This is an optimization exercise on Yosys and OpenROAD, whose aim is small area, not a production implementation.
Where RTL was checked, it was by simulation tests only, not by an equivalence proof against the original.
Power figures rest on the tool's default switching activity, not on a simulated workload.

==> run a <==
## arp_packet_generator
module arp_packet_generator
(
	input wire clk,
	input wire rst_n,
	input wire [47:0] src_mac_add,
	input wire [47:0] des_mac_add,
	input wire [31:0] src_ip_add,
	input wire [31:0] des_ip_add,
	input wire [15:0] operator,
	input wire req,
	output logic gmii_tx_en,
	output logic [7:0] gmii_txd
);
	logic [6:0] st;
	logic [7:0] ring_a [16];
	logic [7:0] ring_b [6];
	logic [31:0] crc;
	logic [31:0] crc_next;
	logic accept;
	logic sel_a, sel_b1, sel_b2, sel_fcs;
	logic [7:0] field_byte;
	logic [7:0] pre_byte;
	logic [7:0] hdr_byte;
	logic crc_feed;
	logic [7:0] idx;
	assign accept = req && (st == 7'd0 || st == 7'd73);
	always_ff @(posedge clk or negedge rst_n) begin
		if (!rst_n)
			st <= 7'd0;
		else if (st == 7'd0 || st == 7'd73)
			st <= {6'd0, req};
		else
			st <= st + 7'd1;
	end
	always_ff @(posedge clk) begin
		if (accept) begin
			ring_a[9]  <= ~des_mac_add[47:40];
			ring_a[10] <= ~des_mac_add[39:32];
			ring_a[11] <= ~des_mac_add[31:24];
			ring_a[12] <= ~des_mac_add[23:16];
			ring_a[13] <= ~des_mac_add[15:8];
			ring_a[14] <= ~des_mac_add[7:0];
			ring_a[15] <= ~src_mac_add[47:40];
			ring_a[0]  <= ~src_mac_add[39:32];
			ring_a[1]  <= ~src_mac_add[31:24];
			ring_a[2]  <= ~src_mac_add[23:16];
			ring_a[3]  <= ~src_mac_add[15:8];
			ring_a[4]  <= ~src_mac_add[7:0];
			ring_a[5]  <= ~src_ip_add[31:24];
			ring_a[6]  <= ~src_ip_add[23:16];
			ring_a[7]  <= ~src_ip_add[15:8];
			ring_a[8]  <= ~src_ip_add[7:0];
			ring_b[5] <= ~operator[15:8];
			ring_b[0] <= ~operator[7:0];
			ring_b[1] <= ~des_ip_add[31:24];
			ring_b[2] <= ~des_ip_add[23:16];
			ring_b[3] <= ~des_ip_add[15:8];
  ...
==> module arp_packet_generator, before the edit <==
module arp_packet_generator
(
	input wire clk,
	input wire rst_n,
	input wire [47:0] src_mac_add,
	input wire [47:0] des_mac_add,
	input wire [31:0] src_ip_add,
	input wire [31:0] des_ip_add,
	input wire [15:0] operator,
	input wire req,
	output logic gmii_tx_en,
	output logic [7:0] gmii_txd
);
	logic [6:0] st;
	logic [7:0] ring_a [16];
	logic [7:0] ring_b [6];
	logic [31:0] crc;
	logic [31:0] crc_next;
	logic accept;
	logic sel_a, sel_b1, sel_b2, sel_fcs;
	logic [7:0] field_byte;
	logic [7:0] pre_byte;
	logic [7:0] hdr_byte;
	logic crc_feed;
	logic [7:0] idx;
	assign accept = req && (st == 7'd0 || st == 7'd73);
	always_ff @(posedge clk or negedge rst_n) begin
		if (!rst_n)
			st <= 7'd0;
		else if (st == 7'd0 || st == 7'd73)
			st <= {6'd0, req};
		else
			st <= st + 7'd1;
	end
	always_ff @(posedge clk) begin
		if (accept) begin
			ring_a[9]  <= ~des_mac_add[47:40];
			ring_a[10] <= ~des_mac_add[39:32];
			ring_a[11] <= ~des_mac_add[31:24];
			ring_a[12] <= ~des_mac_add[23:16];
			ring_a[13] <= ~des_mac_add[15:8];
			ring_a[14] <= ~des_mac_add[7:0];
			ring_a[15] <= ~src_mac_add[47:40];
			ring_a[0]  <= ~src_mac_add[39:32];
			ring_a[1]  <= ~src_mac_add[31:24];
			ring_a[2]  <= ~src_mac_add[23:16];
			ring_a[3]  <= ~src_mac_add[15:8];
			ring_a[4]  <= ~src_mac_add[7:0];
			ring_a[5]  <= ~src_ip_add[31:24];
			ring_a[6]  <= ~src_ip_add[23:16];
			ring_a[7]  <= ~src_ip_add[15:8];
			ring_a[8]  <= ~src_ip_add[7:0];
			ring_b[5] <= ~operator[15:8];
			ring_b[0] <= ~operator[7:0];
			ring_b[1] <= ~des_ip_add[31:24];
			ring_b[2] <= ~des_ip_add[23:16];
			ring_b[3] <= ~des_ip_add[15:8];
			ring_b[4] <= ~des_ip_add[7:0];
		end else begin
			for (int i = 0; i < 16; i++)
				ring_a[i] <= ~ring_a[(i + 1) % 16];
			for (int i = 0; i < 6; i++)
				ring_b[i] <= ~ring_b[(i + 1) % 6];
		end
	end
	always_comb begin
		sel_a = (st >= 7'd10 && st <= 7'd21) || (st >= 7'd32 && st <= 7'd47);
		sel_b1 = (st == 7'd30 || st == 7'd31);
		sel_b2 = (st >= 7'd48 && st <= 7'd51);
		sel_fcs = (st >= 7'd70 && st <= 7'd73);
		crc_feed = (st >= 7'd10 && st <= 7'd69);
		case (st)
			7'd2, 7'd3, 7'd4, 7'd5, 7'd6, 7'd7, 7'd8: pre_byte = PRE_BYTE;
			7'd9:  pre_byte = SFD;
			default: pre_byte = 8'd0;
		endcase
		case (st)
			7'd22: hdr_byte = ARP_ETHERTYPE[15:8];
			7'd23: hdr_byte = ARP_ETHERTYPE[7:0];
			7'd24: hdr_byte = HTYPE[15:8];
			7'd25: hdr_byte = HTYPE[7:0];
			7'd26: hdr_byte = PTYPE[15:8];
			7'd27: hdr_byte = PTYPE[7:0];
			7'd28: hdr_byte = HLEN;
			7'd29: hdr_byte = PLEN;
			default: hdr_byte = 8'd0;
		endcase
	end
	logic [7:0] tap_raw;
	assign tap_raw = ({8{sel_a}} & ring_a[0]) | ({8{sel_b1}} & ring_b[0]) |
	                 ({8{sel_b2}} & ring_b[2]);
	assign field_byte = tap_raw ^ {8{st[0] & (sel_a | sel_b1 | sel_b2)}};
	assign idx = ({8{crc_feed}} & crc[7:0]) ^ (field_byte | hdr_byte);
	crc_32_byte u0
	(
		.crc_in(crc),
		.idx(idx),
		.fill(!crc_feed),
		.crc_next(crc_next)
	);
	always_ff @(posedge clk)
		crc <= crc_next;
	assign gmii_tx_en = (st >= 7'd2 && st <= 7'd73);
	assign gmii_txd = field_byte | pre_byte | hdr_byte | ({8{sel_fcs}} & ~crc[7:0]);
endmodule
clock: 5.0 ns
lec_check: 0
cap_margin: 20
core_margin: 2
core_utilization: 40
slew_margin: 20
standard.sh (not shown) runs the stock make flow with config.mk's settings and CLKGATE_MAP_FILE= SYNTH_SCRIPT=/design/flow/synth_recipe.tcl, a recipe that flattens the netlist after the stock synthesis.
==> flow/flow/run.sh <==
#!/bin/bash
# Layout with the standard ORFS flow (standard.sh), with these changes:
#  - synthesis maps the logic with ABC's area mapper (flow/synth_area.tcl);
#  - the input and output ports get the smallest buffer (buf_1);
#  - clock tree synthesis inserts no dummy loads and uses clkbuf_8 buffers with clusters of at most 16 sinks.
set -e
export FLOW_WORK=$PWD
sed "s#SYNTH_SCRIPT=[^ ]*#SYNTH_SCRIPT=$PWD/flow/synth_area.tcl#" standard.sh > standard_area.sh
grep -q "SYNTH_SCRIPT=$PWD/flow/synth_area.tcl" standard_area.sh
export BUFFER_PORTS_ARGS="-buffer_cell sky130_fd_sc_hd__buf_1"
export CTS_ARGS="-sink_clustering_enable -repair_clock_nets -dont_use_dummy_load -buf_list {sky130_fd_sc_hd__clkbuf_4} -sink_clustering_size 10 -sink_clustering_max_diameter 300"
bash standard_area.sh > standard.log 2>&1
==> flow/flow/area.abc <==
strash
dch -f
amap
==> flow/flow/synth_area.tcl <==
# The standard synthesis (synth_recipe.tcl, which this sources unchanged),
# except that the technology mapping of the combinational logic uses ABC's
# area-oriented mapper (area.abc) instead of ORFS's delay-oriented script.
set area_abc_script [file join [file dirname [file normalize [info script]]] area.abc]
proc abc {args} {
  set i [lsearch -exact $args -script]
  if { $i >= 0 } {
    lset args [expr { $i + 1 }] $::area_abc_script
  }
  yosys abc {*}$args
}
source $::env(FLOW_WORK)/synth_recipe.tcl
==> run b (differences from run a) <==
--- a/flow/design.v
+++ b/flow/design.v
@@ -50,6 +50,5 @@
 	logic sel_a, sel_b1, sel_b2, sel_fcs;
 	logic [7:0] field_byte;
-	logic [7:0] pre_byte;
-	logic [7:0] hdr_byte;
+	logic [7:0] const_byte;
 	logic crc_feed;
 	logic [7:0] idx;
@@ -101,18 +100,15 @@
 		crc_feed = (st >= 7'd10 && st <= 7'd69);
 		case (st)
-			7'd2, 7'd3, 7'd4, 7'd5, 7'd6, 7'd7, 7'd8: pre_byte = PRE_BYTE;
-			7'd9:  pre_byte = SFD;
-			default: pre_byte = 8'd0;
-		endcase
-		case (st)
-			7'd22: hdr_byte = ARP_ETHERTYPE[15:8];
-			7'd23: hdr_byte = ARP_ETHERTYPE[7:0];
-			7'd24: hdr_byte = HTYPE[15:8];
-			7'd25: hdr_byte = HTYPE[7:0];
-			7'd26: hdr_byte = PTYPE[15:8];
-			7'd27: hdr_byte = PTYPE[7:0];
-			7'd28: hdr_byte = HLEN;
-			7'd29: hdr_byte = PLEN;
-			default: hdr_byte = 8'd0;
+			7'd2, 7'd3, 7'd4, 7'd5, 7'd6, 7'd7, 7'd8: const_byte = PRE_BYTE;
+			7'd9:  const_byte = SFD;
+			7'd22: const_byte = ARP_ETHERTYPE[15:8];
+			7'd23: const_byte = ARP_ETHERTYPE[7:0];
+			7'd24: const_byte = HTYPE[15:8];
+			7'd25: const_byte = HTYPE[7:0];
+			7'd26: const_byte = PTYPE[15:8];
+			7'd27: const_byte = PTYPE[7:0];
+			7'd28: const_byte = HLEN;
+			7'd29: const_byte = PLEN;
+			default: const_byte = 8'd0;
 		endcase
 	end
@@ -121,5 +117,5 @@
 	                 ({8{sel_b2}} & ring_b[2]);
 	assign field_byte = tap_raw ^ {8{st[0] & (sel_a | sel_b1 | sel_b2)}};
-	assign idx = ({8{crc_feed}} & crc[7:0]) ^ (field_byte | hdr_byte);
+	assign idx = {8{crc_feed}} & (crc[7:0] ^ gmii_txd);
 	crc_32_byte u0
 	(
@@ -132,4 +128,4 @@
 		crc <= crc_next;
 	assign gmii_tx_en = (st >= 7'd2 && st <= 7'd73);
-	assign gmii_txd = field_byte | pre_byte | hdr_byte | ({8{sel_fcs}} & ~crc[7:0]);
+	assign gmii_txd = field_byte | const_byte | ({8{sel_fcs}} & ~crc[7:0]);
 endmodule
==> flow/flow/run.sh (replaced) <==
#!/bin/bash
# Layout with the standard ORFS flow, with two changes:
#  - the input and output ports get the smallest buffer (buf_1);
#  - clock tree synthesis inserts no dummy loads.
cp standard.sh standard.sh.txt
export BUFFER_PORTS_ARGS="-buffer_cell sky130_fd_sc_hd__buf_1"
export CTS_ARGS="-sink_clustering_enable -repair_clock_nets -dont_use_dummy_load -buf_list {sky130_fd_sc_hd__clkbuf_4} -sink_buffer_max_cap_derate 0.5"
bash standard.sh > standard.log 2>&1
removed: flow/flow/area.abc
removed: flow/flow/synth_area.tcl
==> run c (differences from run a) <==
--- a/flow/design.v
+++ b/flow/design.v
@@ -50,6 +50,5 @@
 	logic sel_a, sel_b1, sel_b2, sel_fcs;
 	logic [7:0] field_byte;
-	logic [7:0] pre_byte;
-	logic [7:0] hdr_byte;
+	logic [7:0] const_byte;
 	logic crc_feed;
 	logic [7:0] idx;
@@ -101,18 +100,15 @@
 		crc_feed = (st >= 7'd10 && st <= 7'd69);
 		case (st)
-			7'd2, 7'd3, 7'd4, 7'd5, 7'd6, 7'd7, 7'd8: pre_byte = PRE_BYTE;
-			7'd9:  pre_byte = SFD;
-			default: pre_byte = 8'd0;
-		endcase
-		case (st)
-			7'd22: hdr_byte = ARP_ETHERTYPE[15:8];
-			7'd23: hdr_byte = ARP_ETHERTYPE[7:0];
-			7'd24: hdr_byte = HTYPE[15:8];
-			7'd25: hdr_byte = HTYPE[7:0];
-			7'd26: hdr_byte = PTYPE[15:8];
-			7'd27: hdr_byte = PTYPE[7:0];
-			7'd28: hdr_byte = HLEN;
-			7'd29: hdr_byte = PLEN;
-			default: hdr_byte = 8'd0;
+			7'd2, 7'd3, 7'd4, 7'd5, 7'd6, 7'd7, 7'd8: const_byte = PRE_BYTE;
+			7'd9:  const_byte = SFD;
+			7'd22: const_byte = ARP_ETHERTYPE[15:8];
+			7'd23: const_byte = ARP_ETHERTYPE[7:0];
+			7'd24: const_byte = HTYPE[15:8];
+			7'd25: const_byte = HTYPE[7:0];
+			7'd26: const_byte = PTYPE[15:8];
+			7'd27: const_byte = PTYPE[7:0];
+			7'd28: const_byte = HLEN;
+			7'd29: const_byte = PLEN;
+			default: const_byte = 8'd0;
 		endcase
 	end
@@ -121,5 +117,5 @@
 	                 ({8{sel_b2}} & ring_b[2]);
 	assign field_byte = tap_raw ^ {8{st[0] & (sel_a | sel_b1 | sel_b2)}};
-	assign idx = ({8{crc_feed}} & crc[7:0]) ^ (field_byte | hdr_byte);
+	assign idx = {8{crc_feed}} & (crc[7:0] ^ gmii_txd);
 	crc_32_byte u0
 	(
@@ -132,4 +128,4 @@
 		crc <= crc_next;
 	assign gmii_tx_en = (st >= 7'd2 && st <= 7'd73);
-	assign gmii_txd = field_byte | pre_byte | hdr_byte | ({8{sel_fcs}} & ~crc[7:0]);
+	assign gmii_txd = field_byte | const_byte | ({8{sel_fcs}} & ~crc[7:0]);
 endmodule
==> flow/flow/run.sh (replaced) <==
#!/bin/bash
# Layout with the standard ORFS flow (standard.sh), with these changes:
#  - synthesis maps the logic with ABC's area mapper (flow/synth_area.tcl);
#  - the input and output ports get the smallest buffer (buf_1);
#  - clock tree synthesis inserts no dummy loads and uses clkbuf_4 buffers with clusters of at most 11 sinks within 60 um.
set -e
export FLOW_WORK=$PWD
sed "s#SYNTH_SCRIPT=[^ ]*#SYNTH_SCRIPT=$PWD/flow/synth_area.tcl#" standard.sh > standard_area.sh
grep -q "SYNTH_SCRIPT=$PWD/flow/synth_area.tcl" standard_area.sh
export GPL_KEEP_OVERFLOW=0
export BUFFER_PORTS_ARGS="-buffer_cell sky130_fd_sc_hd__buf_1"
export CTS_ARGS="-sink_clustering_enable -repair_clock_nets -dont_use_dummy_load -buf_list {sky130_fd_sc_hd__clkbuf_4} -sink_clustering_size 11 -sink_clustering_max_diameter 60"
bash standard_area.sh > standard.log 2>&1
Settings changed: SETUP_SLACK_MARGIN set to -0.45.
==> summary of the runs <==
- Run c finished but fails on setup timing. Run b finished with timing, DRC and antenna clean. Run a passed the timing, DRC and antenna checks.
- Critical path depth: run b is lower than run a (3).
- Synthesized area, highest first: run b, run a, run c.
- In run c the die area is smaller than in run b, by 15%.
- Of run a and run c, run c has the higher global-route usage (gap 0.50 points).
- The lowest clock power belongs to run c, the highest to run b.
- Clock skew, lowest first: run a, run c, run b.
- Between run a and run b, the lower first-iteration DRC count is in run b (gap about 70%, measured against run b).
==> figures <==
| item | run b | run c | run a |
|---|---|---|---|
| Run status | complete, no violations | finished with violations | complete, no violations |
| Violated checks | - | setup timing | - |
| Total area of multi-input combinational cells | 3460 sq um | 2430 sq um | 2410 sq um |
| Detailed-route wire length | 17,800 um | 18,000 um | 17,900 um |
| Clk power | 1.11 mW | 0.709 mW | 0.741 mW |
| Post-route worst setup slack | 0.351 ns | -0.0538 ns | 0.448 ns |
| Starting DRT DRC Count | 154 | 343 | 266 |
| Number of gates on the worst path with buffers counted | 9 | 19 | 12 |
| Global-route wire length before repair | 28,300 um | 28,400 um | 27,700 um |
| Clock share of power | 38.5% | 28.6% | 29.5% |
| Largest net degree at the start of global routing | 66 | 177 | 107 |
| Layout Cell Area excl Fill | 9360 sq um | 8110 sq um | 8190 sq um |
| Portion of netlist area occupied by mux cells | 22.4% | 0% | 0% |
| Fraction of standard cell area in multi-input logic | 37.0% | 29.9% | 29.4% |
| Adder and majority gate portion of the synthesized area | 0.941% | 1.11% | 1.10% |
| Slack of the worst reg-to-reg path | 0.95 ns | -0.05 ns | 0.52 ns |
The RTL of run a was laid out without a check of its function.

port drivers added, routing unchanged:
How much do the figures lean on ideal ports? The routed layouts below were timed once more, with nothing changed but the port constraints. Step 1 (the two cells are an assumption about what drives the block):
set clk [get_ports {clk}]
set_driving_cell -lib_cell sky130_fd_sc_hd__clkbuf_16 $clk
set_driving_cell -lib_cell sky130_fd_sc_hd__buf_2 [delete_from_list [all_inputs] $clk]
Step 2 adds t to the input delays and takes it off the output delays; t is the mean of the earliest and latest rising clock arrival at the registers after step 1. Input paths then give back, and output paths get back, about the clock's delay inside the block. Slacks: ideal ports / drivers / drivers and shift; pairs: ideal ports / drivers.
run	shift t [ns]	slack for setup (ns)	worst slew at a driven data input, ns
run a	0.633	0.448 / 0.414 / 0.519	0.07
run b	0.646	0.351 / 0.318 / 0.949	0.06
run c	0.641	-0.054 / -0.054 / -0.054	0.06
